Context: an optimization exercise on an open-source flow, tuned for small area, a short achievable clock period and few clock cycles. The choices shown serve that exercise and are no tape-out recipe.
No activity file was given, so power comes from the tool's default toggle rates.

run a:
## mips
module mips(
	input clk, arst_n,
	input [31:0] instr, mem_read_data,
	output [31:0] current_inst, alu_out, mem_write_data,
	output mem_write
);
	reg  [31:2] pc_f;
	wire [31:2] pc_f4 = pc_f + 30'd1;
	wire f_j = (instr[31:26] == 6'b000010);
	wire [31:2] pc_o;
	assign current_inst = {pc_o, 2'b00};
	reg        v_d;
	reg [31:0] ir;
	reg [3:0]  rs_hi, rt_hi;
	reg [7:0]  rs_lo, rt_lo;
	wire [5:0] op = ir[31:26];
	wire [4:0] rs = ir[25:21], rt = ir[20:16], rd = ir[15:11];
	wire [5:0] fn = ir[5:0];
	wire d_r    = v_d & (op == 6'h00);
	wire d_addi = v_d & (op == 6'h08);
	wire d_lw   = v_d & (op == 6'h23);
	wire d_sw   = v_d & (op == 6'h2b);
	wire d_beq  = v_d & (op == 6'h04);
	wire f_sub  = (fn == 6'h22);
	wire f_slt  = (fn == 6'h2a);
	wire f_mul  = (fn == 6'h1c);
	wire [4:0] dst = d_r ? rd : rt;
	wire d_wr   = (d_r | d_addi | d_lw) & (dst != 5'd0);
	wire use_rs = d_r | d_addi | d_lw | d_sw | d_beq;
	wire use_rt = d_r | d_sw | d_beq;
	reg        we_m, ld_m, st_m, mul_m;
	reg        sub_m, slt_m;	 
	reg [1:0]  mstep;
	reg [23:0] acc_s, acc_c;
	reg        acc_ci;
	reg [4:0]  rd_m;
	reg [31:0] res_m, sd_m;
	wire [31:0] rf_an, rf_bn;
	wire [31:0] wb;
	wire mul_busy = mul_m & (mstep != 2'd3);
	wire wb_en = we_m & ~mul_busy;
	reg_file reg_file(.clk(clk), .we(wb_en), .hi1(rs_hi), .lo1(rs_lo), .hi2(rt_hi), .lo2(rt_lo), .a3(rd_m), .wd(wb), .rd1_n(rf_an), .rd2_n(rf_bn));
	wire hit_a = we_m & (rd_m == rs);
	wire hit_b = we_m & (rd_m == rt);
	wire [31:0] dres;	 
	wire [31:0] a = hit_a ? dres : ~rf_an;
	wire [31:0] b = hit_b ? dres : ~rf_bn;
	wire d_mul = d_r & f_mul;
	wire ld_a = ld_m & hit_a;
	wire ld_b = ld_m & hit_b;
  ...
For scale: roughly 5000 cells after synthesis, about 160 I/O pins, ~67000 µm² of cells after synthesis.
==> flow/config.mk <==
export PLATFORM = sky130hd
export DESIGN_NAME = mips
export DESIGN_NICKNAME = mips
export VERILOG_FILES = /design/flow/design.v
export SDC_FILE = /design/flow/constraint.sdc
export NUM_CORES = 8
export LEC_CHECK = 0
export CAP_MARGIN = 20
export CORE_MARGIN = 2
export CORE_UTILIZATION = 55
export SLEW_MARGIN = 20
export SYNTH_HIERARCHICAL = 1
==> flow/constraint.sdc <==
create_clock -name core_clock -period 22.0 [get_ports {clk}]
set_input_delay 4.4000 -clock core_clock [delete_from_list [all_inputs] [get_ports {clk}]]
set_output_delay 4.4000 -clock core_clock [all_outputs]
set_load 0.01 [all_outputs]
standard.sh (not shown) runs the stock make flow with config.mk's settings and CLKGATE_MAP_FILE= SYNTH_SCRIPT=/design/flow/synth_recipe.tcl, a recipe that flattens the netlist after the stock synthesis.
==> flow/flow/run.sh <==
#!/bin/bash
# The standard ORFS flow (the standard.sh) with these changes to how the
# layout is made:
#  - timing repair is asked to leave a setup margin, so that the tools keep
#    improving paths that already meet the design's period;
#  - the port buffers are plain buffers;
#  - clock tree synthesis uses larger sink clusters and no dummy loads.
# Each step's output goes to a log of its own.
set -euo pipefail
MARGIN=${MARGIN:-16.4}
CTS="-sink_clustering_enable -repair_clock_nets -sink_clustering_size 28 -sink_clustering_max_diameter 75 -dont_use_dummy_load"
bash standard.sh synth > log_synth.txt 2>&1
for t in floorplan place cts route finish; do
  bash standard.sh SETUP_SLACK_MARGIN=$MARGIN "BUFFER_PORTS_ARGS=-buffer_cell sky130_fd_sc_hd__buf_2" "CTS_ARGS=$CTS" $t > log_$t.txt 2>&1
done
Input changes introduced in run b (baseline for comparison: run a):
diff --git a/flow/design.v b/flow/design.v
--- a/flow/design.v
+++ b/flow/design.v
@@ -1580,21 +1580,23 @@
 			mul_m <= 1'b0;
 			mstep <= 2'd0;
 		end else begin
 			pc_f <= pc_next;
 			if (!stall)
 				v_d <= ~redirect;
-			ld_m <= d_lw & ~stall;
-			st_m <= d_sw & ~stall;
 			if (mul_busy) begin
 				mstep <= mstep + 2'd1;
 			end else if (stall) begin
 				we_m <= 1'b0;
+				ld_m <= 1'b0;
+				st_m <= 1'b0;
 				mul_m <= 1'b0;
 			end else begin
 				we_m <= d_wr;
+				ld_m <= d_lw;
+				st_m <= d_sw;
 				mul_m <= d_mul & (dst != 5'd0);
 				mstep <= 2'd0;
 			end
 		end
 	end
 	always @(posedge clk or negedge arst_n) begin
--- outcome ---
First-iteration DRC count: run b vs run a up 458. Looking at initial antenna violation count, run b sits above run a. Changes observed in run b relative to run a: post-synthesis instance area lower; total routed wirelength lower; filler cell count in the final layout higher; die area lower; clock transition time at the flip-flop clock pins of the worst setup and hold paths higher. Higher area growth from synthesis to layout was reported by run a, not run b. Measured against each other, run a and run b differ in summed area of non-filler cells in the final layout, the lower figure coming from run b. Compared with run a, run b is more frugal on power.
No run of this note included a check of the RTL's function; only the layout flow was run.


Another version of the RTL of mips (not shown whole).
Size: roughly 5100 cells after synthesis, ~160 I/O pins, roughly 68000 µm² of cells after synthesis.
clock: 22.0 ns
lec_check: 0
cap_margin: 20
core_margin: 2
core_utilization: 55
slew_margin: 20
synth_hierarchical: 1
Scripts as last shown in full above: flow/flow/run.sh
Rerun with:
--- a/flow/design.v
+++ b/flow/design.v
@@ -605,24 +605,31 @@
 	assign g = g1 | (p1 & g0);
 endmodule
 module xor_cell(input a, b, output y);
 	assign y = a ^ b;
 endmodule
 module mux2i_cell(input a, b, s, output y);
 	assign y = ~(s ? b : a);
 endmodule
 module oreg #(parameter W = 32) (input clk, input [W-1:0] d, output reg [W-1:0] q);
 	always @(posedge clk)
 		q <= d;
 endmodule
+module oreg_r #(parameter W = 32) (input clk, arst_n, input [W-1:0] d, output reg [W-1:0] q);
+	always @(posedge clk or negedge arst_n)
+		if (!arst_n)
+			q <= {W{1'b0}};
+		else
+			q <= d;
+endmodule
 module and2_cell(input a, b, output y);
 	assign y = a & b;
 endmodule
 module andn_cell(input a, bn, output y);
 	assign y = a & ~bn;
 endmodule
 module nor3_cell(input a, b, c, output y);
 	assign y = ~(a | b | c);
 endmodule
 module nor3b_cell(input a, b, cn, output y);
 	assign y = ~(a | b | ~cn);
 endmodule
@@ -1550,27 +1557,27 @@
 	mul_step mul_step(.a(res_m), .b(sd_m[7:0]), .s(acc_s), .c(acc_c), .cin(acc_ci),
 		.p(pbyte), .cout(pcout), .s_next(nacc_s), .c_next(nacc_c));
 	wire [31:0] mprod = {pbyte, sd_m[31:8]};
 	wire [31:0] msum;
 	wire        mcout;
 	add32 alu_add(.a(res_m), .b(sd_m), .cin(sub_m), .s(msum), .co(mcout));
 	assign dres = slt_m ? {31'd0, ~mcout} : msum;
 	wire [31:0] wb_alu = mul_m ? mprod : dres;
 	assign wb = ld_m ? mem_read_data : wb_alu;
 	wire d_sub = d_r & (f_sub | f_slt);
 	wire [31:0] sd_next = mul_busy ? mprod : d_addi ? imm : (ld_b ? mem_read_data : b) ^ {32{d_sub}};
 	wire [31:0] res_next = (d_lw | d_sw) ? agu : ld_a ? mem_read_data : a;
-	oreg #(32) ao_r(.clk(clk), .d(res_next), .q(alu_out));
+	assign alu_out = res_m;
 	oreg #(32) sd_r(.clk(clk), .d(sd_next), .q(mem_write_data));
-	oreg #(30) pc_r(.clk(clk), .d(pc_next & {30{arst_n}}), .q(pc_o));
+	assign pc_o = pc_f;
 	assign mem_write = st_m;
 	always @(posedge clk or negedge arst_n) begin
 		if (!arst_n) begin
 			pc_f <= 30'd0;
 			v_d <= 1'b0;
 			we_m <= 1'b0;
 			ld_m <= 1'b0;
 			st_m <= 1'b0;
 			mul_m <= 1'b0;
 			mstep <= 2'd0;
 		end else begin
 			pc_f <= pc_next;
Routed wire length falls by a few percent.
Synthesized area fell by a few percent.
Die area goes down by a few percent.
Setup slack degrades by 0.26 ns.
Sequential cell count shrinks by 62.
Final area fell slightly.
Sequential power shrinks by a few percent.
Fmax decreases by a few percent.
Cell count went down slightly.
Core utilization rose by 0.95 points.
First-iteration DRC count goes up by a few percent.
Count of clock-buffer cells in the layout goes down by 10.
Hold slack improves by 0.0035 ns.
Clock power went down by a little under a tenth.
No run of this note included a check of the RTL's function; only the layout flow was run.

[re-timing with driven ports]
No port has a modelled driver above. Below, the same layouts with a new extraction and two added sets of constraints.
Step 1 assumes that a clkbuf_16 drives the clock port and a buf_2 every other input.
Step 2 adds t to the input delays and takes it off the output delays; t is the mean of the earliest and latest rising clock arrival at the registers after step 1. Input paths then give back, and output paths get back, about the clock's delay inside the block.
Slacks: ideal ports / drivers / drivers and shift; pairs: ideal ports / drivers.
| run | shift t [ns] | setup WS [ns] | worst hold slack (ns) | worst register clock-pin slew, ns |
|---|---|---|---|---|
| run a | 0.755 | 16.330 / 16.251 / 15.935 | 0.519 / 0.519 / 0.519 | 0.11 / 0.11 |
| run b | 0.751 | 16.312 / 16.233 / 15.895 | 0.509 / 0.509 / 0.509 | 0.11 / 0.11 |
| the first run of note 2 | 0.761 | 16.343 / 16.265 / 15.910 | 0.503 / 0.503 / 0.503 | 0.11 / 0.11 |
| the second run of note 2 | 0.751 | 16.082 / 16.001 / 15.942 | 0.507 / 0.507 / 0.507 | 0.11 / 0.11 |
After both steps every run listed still meets setup and hold. For the first run of note 2, which loses most, drivers alone change the setup slack by -0.078 ns; drivers and shift together by -0.433 ns.
